Background: an optimization exercise with open tools, aiming at small area, a short achievable clock period and few clock cycles. Do not read the settings as production practice. Function was checked by simulation only, so behaviour that the tests miss may differ from the original.

==> ember: inputs <==
## riscv_trainy_soc
module riscv_trainy_soc
(
	input         clock,
	input         reset,
	output [31:0] mem_read_address,
	output        mem_read,
	input  [31:0] mem_read_data,
	input         mem_read_ready,
	output [31:0] mem_write_address,
	output        mem_write,
	output [31:0] mem_write_data
);
Settings: LEC_CHECK=0, CAP_MARGIN=20, CORE_MARGIN=2, CORE_UTILIZATION=50, SETUP_SLACK_MARGIN=5, SLEW_MARGIN=20; clock period 14.0 ns.
run.sh (not shown) runs the stock make flow with config.mk's settings and CLKGATE_MAP_FILE= SYNTH_SCRIPT=/design/flow/synth_recipe.tcl, a recipe that flattens the netlist after the stock synthesis.
==> inputs of onyx, as changes to ember <==
--- a/flow/design.v
+++ b/flow/design.v
@@ -11,14 +11,15 @@
 	output [31:0] mem_write_data
 );
 function [31:0] rev32(input [31:0] v);
 	integer k;
 	for (k = 0; k < 32; k = k + 1) rev32[k] = v[31 - k];
 endfunction
 reg [31:2] fpc;        
+reg [31:2] ra;         
 reg        inflight;   
 reg        rv;         
 reg [31:0] ir;
 reg [31:2] rpc;
 reg [15:1] r_s1, r_s2;  
 reg [8:0]  r_op;        
 reg        xv;         
@@ -41,16 +42,16 @@
 reg [31:0] w_data;
 reg        md_busy, md_done;
 reg [1:0]  md_ph;      
 reg [5:0]  md_cnt;
 reg [33:0] hi;
 reg [31:0] lo;
 reg        md_swap, md_neg, md_prev;
+reg        md_bz, md_b2, md_bn;   
 reg        md_mulr, md_bneg, md_selhi, md_ysgn;   
-reg        md_sp, md_spa, md_sp1;   
 reg [31:0] rf [1:15];
 reg        w_en;       
 reg [3:0]  w_rd;
 reg [31:0] w_res;
 wire [32:0] sum = {1'b0, xa} + {1'b0, xb ^ {32{x_sub}}} + {32'd0, x_sub};
 wire ltu = !sum[32];
 wire lt  = (xa[31] ^ xb[31]) ? xa[31] : sum[31];
@@ -88,17 +89,17 @@
 wire [31:0] mx_now = swap_now ? xa : xb;
 wire mx_uns_top = !(swap_now ? a_sgn : b_sgn) & mx_now[31];
 wire [31:0] ysrc = md_swap ? xb : xa;
 wire [35:0] y36 = {{4{md_ysgn & ysrc[31]}}, ysrc};
 wire [33:0] nb34 = md_bneg ? {{2{xb[31]}}, xb} : ~{2'b00, xb};
 wire nb_cin = !md_bneg;
 wire md_start = xv & x_md & !md_busy & !md_done;
-wire bz = (lo[1:0] == {2{md_prev}}) & (lo[0] == md_prev);
-wire b2 = (lo[1] != lo[0]) & (lo[0] == md_prev);
-wire bn = lo[1] & !(lo[0] & md_prev);
+wire bz = md_bz;
+wire b2 = md_b2;
+wire bn = md_bn;
 wire [35:0] bmul = b2 ? {y36[34:0], 1'b0} : y36;
 wire [35:0] m_add = md_ph[1] ? y36 : bz ? 36'd0 : bn ? ~bmul : bmul;
 wire m_cin = !md_ph[1] & !bz & bn;
 wire [35:0] mul_sum = {{2{hi[33]}}, hi} + m_add + {35'd0, m_cin};
 wire [33:0] div_t = {1'b0, hi[31:0], lo[31]} + nb34 + {33'd0, nb_cin};
 wire div_ge = !div_t[33];
 wire [36:0] skip_t = {1'b0, hi[31:0], lo[31:28]} + {{3{nb34[33]}}, nb34} + {36'd0, nb_cin};
@@ -120,32 +121,34 @@
 wire md_last = md_mulr ? (mul_skip8 ? md_cnt == 6'd8 : mul_skip4 ? md_cnt == 6'd4 : md_cnt == 6'd2)
                        : (div_skip4 ? md_cnt == 6'd4 : md_cnt == 6'd1);
 wire [5:0] cnt_next = md_mulr ? (mul_skip8 ? md_cnt - 6'd8 : mul_skip4 ? md_cnt - 6'd4 : md_cnt - 6'd2)
                               : (div_skip4 ? md_cnt - 6'd4 : md_cnt - 6'd1);
 wire [33:0] hi_mul = mul_skip8 ? {{8{hi[33]}}, hi[33:8]} : mul_skip4 ? {{4{hi[33]}}, hi[33:4]} : mul_sum[35:2];
 wire [31:0] lo_mul = mul_skip8 ? {hi[7:0], lo[31:8]} : mul_skip4 ? {hi[3:0], lo[31:4]} : {mul_sum[1:0], lo[31:2]};
 wire prev_mul = (mul_skip8 | mul_skip4) ? md_prev : lo[1];
+wire [1:0] nd = mul_skip8 ? lo[9:8] : mul_skip4 ? lo[5:4] : lo[3:2];
 wire [33:0] hi_div = div_skip4 ? {2'b00, hi[27:0], lo[31:28]} : div_ge ? {2'b00, div_t[31:0]} : {1'b0, hi[31:0], lo[31]};
 wire [31:0] lo_div = div_skip4 ? {lo[27:0], 4'd0} : {lo[30:0], div_ge};
-wire [31:0] md_res = md_sp ? (md_spa ? xa : {32{md_sp1}}) : md_selhi ? hi[31:0] : lo;
+wire md_special = md_mul ? (a_zero | b_zero) : (b_zero | quick_lt);
+wire md_now = md_start & md_special;
+wire [31:0] md_sp_val = (!md_mul & md_sel_hi) ? xa : {32{!md_mul & b_zero}};
+wire [31:0] md_res = md_now ? md_sp_val : md_selhi ? hi[31:0] : lo;
 wire [31:0] x_res = x_link ? xc : x_md ? md_res : alu;
 wire m_busy = m_req | m_resp;
-wire x_stall = ((x_load | x_store) & m_busy) | (m_resp & m_load & x_wr) | (x_md & !md_done);
+wire x_stall = ((x_load | x_store) & m_busy) | (m_resp & m_load & x_wr) | (x_md & !md_done & !md_now);
 wire x_done = xv & !x_stall;
 wire x_redirect = x_done & x_jump;
 wire x_free = !xv | x_done;
 always @(posedge clock or posedge reset) begin
 	if (reset) begin
 		md_busy <= 1'b0;
 		md_done <= 1'b0;
 		md_ph <= 2'd0;
 	end else if (md_start) begin
-		if (md_mul ? (a_zero | b_zero) : (b_zero | quick_lt)) begin
-			md_done <= 1'b1;
-		end else begin
+		if (!md_special) begin
 			md_busy <= 1'b1;
 			md_ph <= (!md_mul & a_neg) ? 2'd0 : 2'd1;
 		end
 	end else if (md_busy) begin
 		if (md_ph == 2'd0) md_ph <= 2'd1;
 		else if (md_ph == 2'd1) begin
 			if (md_last) begin
@@ -163,27 +166,30 @@
 	if (md_start) begin
 		md_cnt <= 6'd32;
 		md_swap <= swap_now;
 		md_mulr <= md_mul;
 		md_bneg <= b_neg;
 		md_selhi <= md_sel_hi;
 		md_ysgn <= swap_now ? b_sgn : a_sgn;
-		md_sp <= md_mul ? (a_zero | b_zero) : (b_zero | quick_lt);
-		md_spa <= !md_mul & md_sel_hi;
-		md_sp1 <= !md_mul & !md_sel_hi & b_zero;
 		hi <= 34'd0;
 		lo <= md_mul ? mx_now : xa;
 		md_prev <= 1'b0;
+		md_bz <= mx_now[1:0] == 2'b00;
+		md_b2 <= mx_now[1:0] == 2'b10;
+		md_bn <= mx_now[1];
 		md_neg <= md_mul ? mx_uns_top : md_sel_hi ? a_neg : (a_neg ^ b_neg);
 	end else if (md_busy) begin
 		if (md_ph == 2'd1) begin
 			md_cnt <= cnt_next;
 			hi <= md_mulr ? hi_mul : hi_div;
 			lo <= md_mulr ? lo_mul : lo_div;
 			md_prev <= prev_mul;
+			md_bz <= (nd[1] == nd[0]) & (nd[0] == prev_mul);
+			md_b2 <= (nd[1] != nd[0]) & (nd[0] == prev_mul);
+			md_bn <= nd[1] & !(nd[0] & prev_mul);
 		end else if (md_ph[1] & md_mulr) begin
 			hi <= mul_sum[33:0];
 		end else begin
 			if (neg_hi) hi <= {2'b00, neg_out};
 			else lo <= neg_out;
 		end
 	end
@@ -275,38 +281,26 @@
 wire rewind = inflight & !squash & (!r_free | !mem_read_ready);
 wire [4:0] i_opc = mem_read_data[6:2];
 wire [8:0] i_op = {i_opc == 5'b11001, i_opc == 5'b11011, i_opc == 5'b11000, i_opc == 5'b00101,
                    i_opc == 5'b01101, i_opc == 5'b00100, i_opc == 5'b01100, i_opc == 5'b01000,
                    i_opc == 5'b00000};
 wire [15:0] i_s1 = (mem_read_data[6:2] == 5'b01101) ? 16'd0 : 16'd1 << mem_read_data[18:15];
 wire [15:0] i_s2 = 16'd1 << mem_read_data[23:20];
+wire [31:2] fpc_next = x_redirect ? x_target : r_redirect ? r_tgt : rewind ? fpc_m1 : issue ? fpc + 30'd1 : fpc;
 assign mem_read = 1'b1;
-assign mem_read_address = {m_req ? m_addr : fpc, 2'b00};
+assign mem_read_address = {ra, 2'b00};
 always @(posedge clock or posedge reset) begin
 	if (reset) begin
 		fpc <= 30'd0;
 		inflight <= 1'b0;
 		rv <= 1'b0;
 		xv <= 1'b0;
 	end else begin
-		if (x_redirect) begin
-			fpc <= x_target;
-			inflight <= 1'b0;
-		end else if (r_redirect) begin
-			fpc <= r_tgt;
-			inflight <= 1'b0;
-		end else if (rewind) begin
-			fpc <= fpc_m1;
-			inflight <= 1'b0;
-		end else if (issue) begin
-			fpc <= fpc + 30'd1;
-			inflight <= 1'b1;
-		end else begin
-			inflight <= 1'b0;
-		end
+		fpc <= fpc_next;
+		inflight <= !x_redirect & !r_redirect & !rewind & issue;
 		rv <= (rv & !r_adv & !x_redirect) | (accept & !squash & mem_read_ready);
 		xv <= (xv & !x_done) | r_go;
 	end
 end
 always @(posedge clock) begin
 	if (accept) begin
 		ir <= mem_read_data;
@@ -318,21 +312,26 @@
 end
 wire do_load = x_done & x_load;
 wire do_sub  = x_done & x_store & !x_f3[1];
 wire do_sw   = x_done & x_store & x_f3[1];
 wire [31:0] st_data = x_f3[1] ? xc : x_f3[0] ? {2{xc[15:0]}} : {4{xc[7:0]}};
 wire [3:0] st_mask = m_f3[0] ? (m_off[1] ? 4'b1100 : 4'b0011) : (4'b0001 << m_off);
 wire [31:0] wmask = {{8{st_mask[3]}}, {8{st_mask[2]}}, {8{st_mask[1]}}, {8{st_mask[0]}}};
+wire m_req_next = do_load | do_sub | (m_resp & !mem_read_ready);
+always @(posedge clock or posedge reset) begin
+	if (reset) ra <= 30'd0;
+	else ra <= m_req_next ? ((do_load | do_sub) ? sum[31:2] : m_addr) : fpc_next;
+end
 always @(posedge clock or posedge reset) begin
 	if (reset) begin
 		m_req <= 1'b0;
 		m_resp <= 1'b0;
 		w_valid <= 1'b0;
 	end else begin
-		m_req <= do_load | do_sub | (m_resp & !mem_read_ready);
+		m_req <= m_req_next;
 		m_resp <= m_req;
 		w_valid <= do_sw | (m_resp & !m_load & mem_read_ready);
 	end
 end
 always @(posedge clock) begin
 	if (do_load | do_sub | do_sw) begin
 		m_addr <= sum[31:2];
==> flow/flow/run.sh (new file) <==
#!/bin/bash
set -euo pipefail
bash standard.sh SETUP_SLACK_MARGIN=9 finish > standard_make.log 2>&1
==> flow/standard.sh (new file) <==
#!/bin/bash
# synth_recipe.tcl (not shown) runs the flow's synth.tcl, then flattens the netlist and writes it again
# the make line also repeats each setting of config.mk as NAME=value (left out here)
make -C /OpenROAD-flow-scripts/flow DESIGN_CONFIG=/design/flow/config.mk WORK_HOME=/design/flow/orfs CLKGATE_MAP_FILE= SYNTH_SCRIPT=/design/flow/synth_recipe.tcl "${@:-finish}"
removed: flow/run.sh
==> inputs of harbor, as changes to ember <==
--- a/flow/design.v
+++ b/flow/design.v
@@ -11,14 +11,15 @@
 	output [31:0] mem_write_data
 );
 function [31:0] rev32(input [31:0] v);
 	integer k;
 	for (k = 0; k < 32; k = k + 1) rev32[k] = v[31 - k];
 endfunction
 reg [31:2] fpc;        
+reg [31:2] ra;         
 reg        inflight;   
 reg        rv;         
 reg [31:0] ir;
 reg [31:2] rpc;
 reg [15:1] r_s1, r_s2;  
 reg [8:0]  r_op;        
 reg        xv;         
@@ -41,20 +42,17 @@
 reg [31:0] w_data;
 reg        md_busy, md_done;
 reg [1:0]  md_ph;      
 reg [5:0]  md_cnt;
 reg [33:0] hi;
 reg [31:0] lo;
 reg        md_swap, md_neg, md_prev;
+reg        md_bz, md_b2, md_bn;   
 reg        md_mulr, md_bneg, md_selhi, md_ysgn;   
-reg        md_sp, md_spa, md_sp1;   
 reg [31:0] rf [1:15];
-reg        w_en;       
-reg [3:0]  w_rd;
-reg [31:0] w_res;
 wire [32:0] sum = {1'b0, xa} + {1'b0, xb ^ {32{x_sub}}} + {32'd0, x_sub};
 wire ltu = !sum[32];
 wire lt  = (xa[31] ^ xb[31]) ? xa[31] : sum[31];
 wire sh_left = x_shl;
 wire [31:0] sh_in = sh_left ? rev32(xa) : xa;
 wire sh_fill = x_arith & xa[31] & !sh_left;
 wire [32:0] sh_wide = $signed({sh_fill, sh_in}) >>> x_sha;
@@ -88,17 +86,17 @@
 wire [31:0] mx_now = swap_now ? xa : xb;
 wire mx_uns_top = !(swap_now ? a_sgn : b_sgn) & mx_now[31];
 wire [31:0] ysrc = md_swap ? xb : xa;
 wire [35:0] y36 = {{4{md_ysgn & ysrc[31]}}, ysrc};
 wire [33:0] nb34 = md_bneg ? {{2{xb[31]}}, xb} : ~{2'b00, xb};
 wire nb_cin = !md_bneg;
 wire md_start = xv & x_md & !md_busy & !md_done;
-wire bz = (lo[1:0] == {2{md_prev}}) & (lo[0] == md_prev);
-wire b2 = (lo[1] != lo[0]) & (lo[0] == md_prev);
-wire bn = lo[1] & !(lo[0] & md_prev);
+wire bz = md_bz;
+wire b2 = md_b2;
+wire bn = md_bn;
 wire [35:0] bmul = b2 ? {y36[34:0], 1'b0} : y36;
 wire [35:0] m_add = md_ph[1] ? y36 : bz ? 36'd0 : bn ? ~bmul : bmul;
 wire m_cin = !md_ph[1] & !bz & bn;
 wire [35:0] mul_sum = {{2{hi[33]}}, hi} + m_add + {35'd0, m_cin};
 wire [33:0] div_t = {1'b0, hi[31:0], lo[31]} + nb34 + {33'd0, nb_cin};
 wire div_ge = !div_t[33];
 wire [36:0] skip_t = {1'b0, hi[31:0], lo[31:28]} + {{3{nb34[33]}}, nb34} + {36'd0, nb_cin};
@@ -120,32 +118,34 @@
 wire md_last = md_mulr ? (mul_skip8 ? md_cnt == 6'd8 : mul_skip4 ? md_cnt == 6'd4 : md_cnt == 6'd2)
                        : (div_skip4 ? md_cnt == 6'd4 : md_cnt == 6'd1);
 wire [5:0] cnt_next = md_mulr ? (mul_skip8 ? md_cnt - 6'd8 : mul_skip4 ? md_cnt - 6'd4 : md_cnt - 6'd2)
                               : (div_skip4 ? md_cnt - 6'd4 : md_cnt - 6'd1);
 wire [33:0] hi_mul = mul_skip8 ? {{8{hi[33]}}, hi[33:8]} : mul_skip4 ? {{4{hi[33]}}, hi[33:4]} : mul_sum[35:2];
 wire [31:0] lo_mul = mul_skip8 ? {hi[7:0], lo[31:8]} : mul_skip4 ? {hi[3:0], lo[31:4]} : {mul_sum[1:0], lo[31:2]};
 wire prev_mul = (mul_skip8 | mul_skip4) ? md_prev : lo[1];
+wire [1:0] nd = mul_skip8 ? lo[9:8] : mul_skip4 ? lo[5:4] : lo[3:2];
 wire [33:0] hi_div = div_skip4 ? {2'b00, hi[27:0], lo[31:28]} : div_ge ? {2'b00, div_t[31:0]} : {1'b0, hi[31:0], lo[31]};
 wire [31:0] lo_div = div_skip4 ? {lo[27:0], 4'd0} : {lo[30:0], div_ge};
-wire [31:0] md_res = md_sp ? (md_spa ? xa : {32{md_sp1}}) : md_selhi ? hi[31:0] : lo;
+wire md_special = md_mul ? (a_zero | b_zero) : (b_zero | quick_lt);
+wire md_now = md_start & md_special;
+wire [31:0] md_sp_val = (!md_mul & md_sel_hi) ? xa : {32{!md_mul & b_zero}};
+wire [31:0] md_res = md_now ? md_sp_val : md_selhi ? hi[31:0] : lo;
 wire [31:0] x_res = x_link ? xc : x_md ? md_res : alu;
 wire m_busy = m_req | m_resp;
-wire x_stall = ((x_load | x_store) & m_busy) | (m_resp & m_load & x_wr) | (x_md & !md_done);
+wire x_stall = ((x_load | x_store) & m_busy) | (m_resp & m_load & x_wr) | (x_md & !md_done & !md_now);
 wire x_done = xv & !x_stall;
 wire x_redirect = x_done & x_jump;
 wire x_free = !xv | x_done;
 always @(posedge clock or posedge reset) begin
 	if (reset) begin
 		md_busy <= 1'b0;
 		md_done <= 1'b0;
 		md_ph <= 2'd0;
 	end else if (md_start) begin
-		if (md_mul ? (a_zero | b_zero) : (b_zero | quick_lt)) begin
-			md_done <= 1'b1;
-		end else begin
+		if (!md_special) begin
 			md_busy <= 1'b1;
 			md_ph <= (!md_mul & a_neg) ? 2'd0 : 2'd1;
 		end
 	end else if (md_busy) begin
 		if (md_ph == 2'd0) md_ph <= 2'd1;
 		else if (md_ph == 2'd1) begin
 			if (md_last) begin
@@ -163,27 +163,30 @@
 	if (md_start) begin
 		md_cnt <= 6'd32;
 		md_swap <= swap_now;
 		md_mulr <= md_mul;
 		md_bneg <= b_neg;
 		md_selhi <= md_sel_hi;
 		md_ysgn <= swap_now ? b_sgn : a_sgn;
-		md_sp <= md_mul ? (a_zero | b_zero) : (b_zero | quick_lt);
-		md_spa <= !md_mul & md_sel_hi;
-		md_sp1 <= !md_mul & !md_sel_hi & b_zero;
 		hi <= 34'd0;
 		lo <= md_mul ? mx_now : xa;
 		md_prev <= 1'b0;
+		md_bz <= mx_now[1:0] == 2'b00;
+		md_b2 <= mx_now[1:0] == 2'b10;
+		md_bn <= mx_now[1];
 		md_neg <= md_mul ? mx_uns_top : md_sel_hi ? a_neg : (a_neg ^ b_neg);
 	end else if (md_busy) begin
 		if (md_ph == 2'd1) begin
 			md_cnt <= cnt_next;
 			hi <= md_mulr ? hi_mul : hi_div;
 			lo <= md_mulr ? lo_mul : lo_div;
 			md_prev <= prev_mul;
+			md_bz <= (nd[1] == nd[0]) & (nd[0] == prev_mul);
+			md_b2 <= (nd[1] != nd[0]) & (nd[0] == prev_mul);
+			md_bn <= nd[1] & !(nd[0] & prev_mul);
 		end else if (md_ph[1] & md_mulr) begin
 			hi <= mul_sum[33:0];
 		end else begin
 			if (neg_hi) hi <= {2'b00, neg_out};
 			else lo <= neg_out;
 		end
 	end
@@ -223,16 +226,16 @@
 end
 wire r_pred = is_jal | (is_br & ir[31]);
 wire [31:2] r_tgt = rpc + (is_jal ? imm_j[31:2] : is_auipc ? imm_u[31:2] : imm_b[31:2]);
 wire [31:2] r_pc4 = rpc + 30'd1;
 wire x_fwd = xv & x_wr;
 wire byp1 = x_fwd & (x_rd == rs1);
 wire byp2 = x_fwd & (x_rd == rs2);
-wire [31:0] rf1w = (w_en & r_uses_rs1 & (w_rd == rs1)) ? w_res : rf1;
-wire [31:0] rf2w = (w_en & (w_rd == rs2)) ? w_res : rf2;
+wire [31:0] rf1w = rf1;
+wire [31:0] rf2w = rf2;
 wire [31:0] a_pre = rf1w;    
 wire [31:0] b_pre = (is_op | is_br) ? rf2w : is_store ? imm_s : (is_lui | is_auipc) ? imm_u : imm_i;
 wire [31:0] c_pre = is_store ? rf2w : (is_auipc | (is_br & !r_pred)) ? {r_tgt, 2'b00} : {r_pc4, 2'b00};
 wire sel_a = byp1 & r_uses_rs1;
 wire sel_b = byp2 & (is_op | is_br);
 wire sel_c = byp2 & is_store;
 wire load_x = xv & x_load;
@@ -275,38 +278,26 @@
 wire rewind = inflight & !squash & (!r_free | !mem_read_ready);
 wire [4:0] i_opc = mem_read_data[6:2];
 wire [8:0] i_op = {i_opc == 5'b11001, i_opc == 5'b11011, i_opc == 5'b11000, i_opc == 5'b00101,
                    i_opc == 5'b01101, i_opc == 5'b00100, i_opc == 5'b01100, i_opc == 5'b01000,
                    i_opc == 5'b00000};
 wire [15:0] i_s1 = (mem_read_data[6:2] == 5'b01101) ? 16'd0 : 16'd1 << mem_read_data[18:15];
 wire [15:0] i_s2 = 16'd1 << mem_read_data[23:20];
+wire [31:2] fpc_next = x_redirect ? x_target : r_redirect ? r_tgt : rewind ? fpc_m1 : issue ? fpc + 30'd1 : fpc;
 assign mem_read = 1'b1;
-assign mem_read_address = {m_req ? m_addr : fpc, 2'b00};
+assign mem_read_address = {ra, 2'b00};
 always @(posedge clock or posedge reset) begin
 	if (reset) begin
 		fpc <= 30'd0;
 		inflight <= 1'b0;
 		rv <= 1'b0;
 		xv <= 1'b0;
 	end else begin
-		if (x_redirect) begin
-			fpc <= x_target;
-			inflight <= 1'b0;
-		end else if (r_redirect) begin
-			fpc <= r_tgt;
-			inflight <= 1'b0;
-		end else if (rewind) begin
-			fpc <= fpc_m1;
-			inflight <= 1'b0;
-		end else if (issue) begin
-			fpc <= fpc + 30'd1;
-			inflight <= 1'b1;
-		end else begin
-			inflight <= 1'b0;
-		end
+		fpc <= fpc_next;
+		inflight <= !x_redirect & !r_redirect & !rewind & issue;
 		rv <= (rv & !r_adv & !x_redirect) | (accept & !squash & mem_read_ready);
 		xv <= (xv & !x_done) | r_go;
 	end
 end
 always @(posedge clock) begin
 	if (accept) begin
 		ir <= mem_read_data;
@@ -318,21 +309,26 @@
 end
 wire do_load = x_done & x_load;
 wire do_sub  = x_done & x_store & !x_f3[1];
 wire do_sw   = x_done & x_store & x_f3[1];
 wire [31:0] st_data = x_f3[1] ? xc : x_f3[0] ? {2{xc[15:0]}} : {4{xc[7:0]}};
 wire [3:0] st_mask = m_f3[0] ? (m_off[1] ? 4'b1100 : 4'b0011) : (4'b0001 << m_off);
 wire [31:0] wmask = {{8{st_mask[3]}}, {8{st_mask[2]}}, {8{st_mask[1]}}, {8{st_mask[0]}}};
+wire m_req_next = do_load | do_sub | (m_resp & !mem_read_ready);
+always @(posedge clock or posedge reset) begin
+	if (reset) ra <= 30'd0;
+	else ra <= m_req_next ? ((do_load | do_sub) ? sum[31:2] : m_addr) : fpc_next;
+end
 always @(posedge clock or posedge reset) begin
 	if (reset) begin
 		m_req <= 1'b0;
 		m_resp <= 1'b0;
 		w_valid <= 1'b0;
 	end else begin
-		m_req <= do_load | do_sub | (m_resp & !mem_read_ready);
+		m_req <= m_req_next;
 		m_resp <= m_req;
 		w_valid <= do_sw | (m_resp & !m_load & mem_read_ready);
 	end
 end
 always @(posedge clock) begin
 	if (do_load | do_sub | do_sw) begin
 		m_addr <= sum[31:2];
@@ -351,19 +347,11 @@
 wire [31:0] ld_val = m_f3[1] ? mem_read_data :
                      m_f3[0] ? {{16{!m_f3[2] & ld_sh[15]}}, ld_sh[15:0]} :
                                {{24{!m_f3[2] & ld_sh[7]}}, ld_sh[7:0]};
 wire wr_ld = m_resp & m_load;
 wire [3:0] wr_idx = wr_ld ? m_rd : x_rd;
 wire [31:0] wr_val = wr_ld ? ld_val : x_res;
 wire wr_en = wr_ld | (x_done & x_wr);
-always @(posedge clock or posedge reset) begin
-	if (reset) w_en <= 1'b0;
-	else w_en <= wr_en;
-end
 always @(posedge clock) begin
-	if (wr_en) begin
-		w_rd <= wr_idx;
-		w_res <= wr_val;
-	end
-	if (w_en) rf[w_rd] <= w_res;
+	if (wr_en) rf[wr_idx] <= wr_val;
 end
 endmodule
==> flow/flow/run.sh (new file) <==
#!/bin/bash
set -euo pipefail
bash standard.sh SETUP_SLACK_MARGIN=9 finish > standard_make.log 2>&1
==> flow/standard.sh (new file) <==
#!/bin/bash
# synth_recipe.tcl (not shown) runs the flow's synth.tcl, then flattens the netlist and writes it again
# the make line also repeats each setting of config.mk as NAME=value (left out here)
make -C /OpenROAD-flow-scripts/flow DESIGN_CONFIG=/design/flow/config.mk WORK_HOME=/design/flow/orfs CLKGATE_MAP_FILE= SYNTH_SCRIPT=/design/flow/synth_recipe.tcl "${@:-finish}"
- CAP_MARGIN: 20 -> 40
- CORE_UTILIZATION: 50 -> 60
- SLEW_MARGIN: 20 -> 40
removed: flow/run.sh
==> notes <==
- ember completed with no timing, DRC or antenna violations. onyx ran to the end with no violations. harbor went through all stages and came out clean.
- Maximum frequency, lowest first: ember, harbor, onyx.
- Sequential cell count: onyx > ember > harbor.
- Routed wire length, highest first: onyx, ember, harbor.
- Synthesized area: ember is higher than harbor (0.61%).
- Between onyx and harbor, the lower critical path depth is in onyx (gap 1).
- First-iteration DRC count, lowest first: ember, onyx, harbor.
- Between ember and harbor, the lower non-clock buffer count is in ember (gap 72).
- The highest final cell count belongs to onyx, the lowest to harbor.
Testbench counts of ember, summed over its fixed seeds: cycles 206,279.
Testbench counts of onyx, summed over its fixed seeds: cycles 201,322.
Testbench counts of harbor, summed over its fixed seeds: cycles 201,322.

## port drivers added, routing unchanged
Ports are ideal in the flow. The routed layouts listed here were re-timed in OpenROAD. Step 1 sets driving cells, clkbuf_16 on the clock port and buf_2 on the other inputs (assumed; they add their load-dependent delay and slew). Step 2 moves the port delays by t, midway between the first and last clock arrival at a register: inputs arrive t later, outputs are due t later. That takes back most of the time a late clock gives input paths. a / b / c = ideal ports / drivers / drivers and shift; a / b = the first two.
run | shift t [ns] | setup slack, ns | pins driven straight from the clock port
ember | 0.845 | 7.647 / 7.647 / 7.647 | 1
onyx | 0.822 | 8.933 / 8.933 / 8.349 | 1
harbor | 0.782 | 8.874 / 8.874 / 8.340 | 1
After both steps every run listed still meets setup and hold. The setup slack of onyx, which loses most, moves by 0.000 ns with the drivers and by -0.584 ns with both steps.
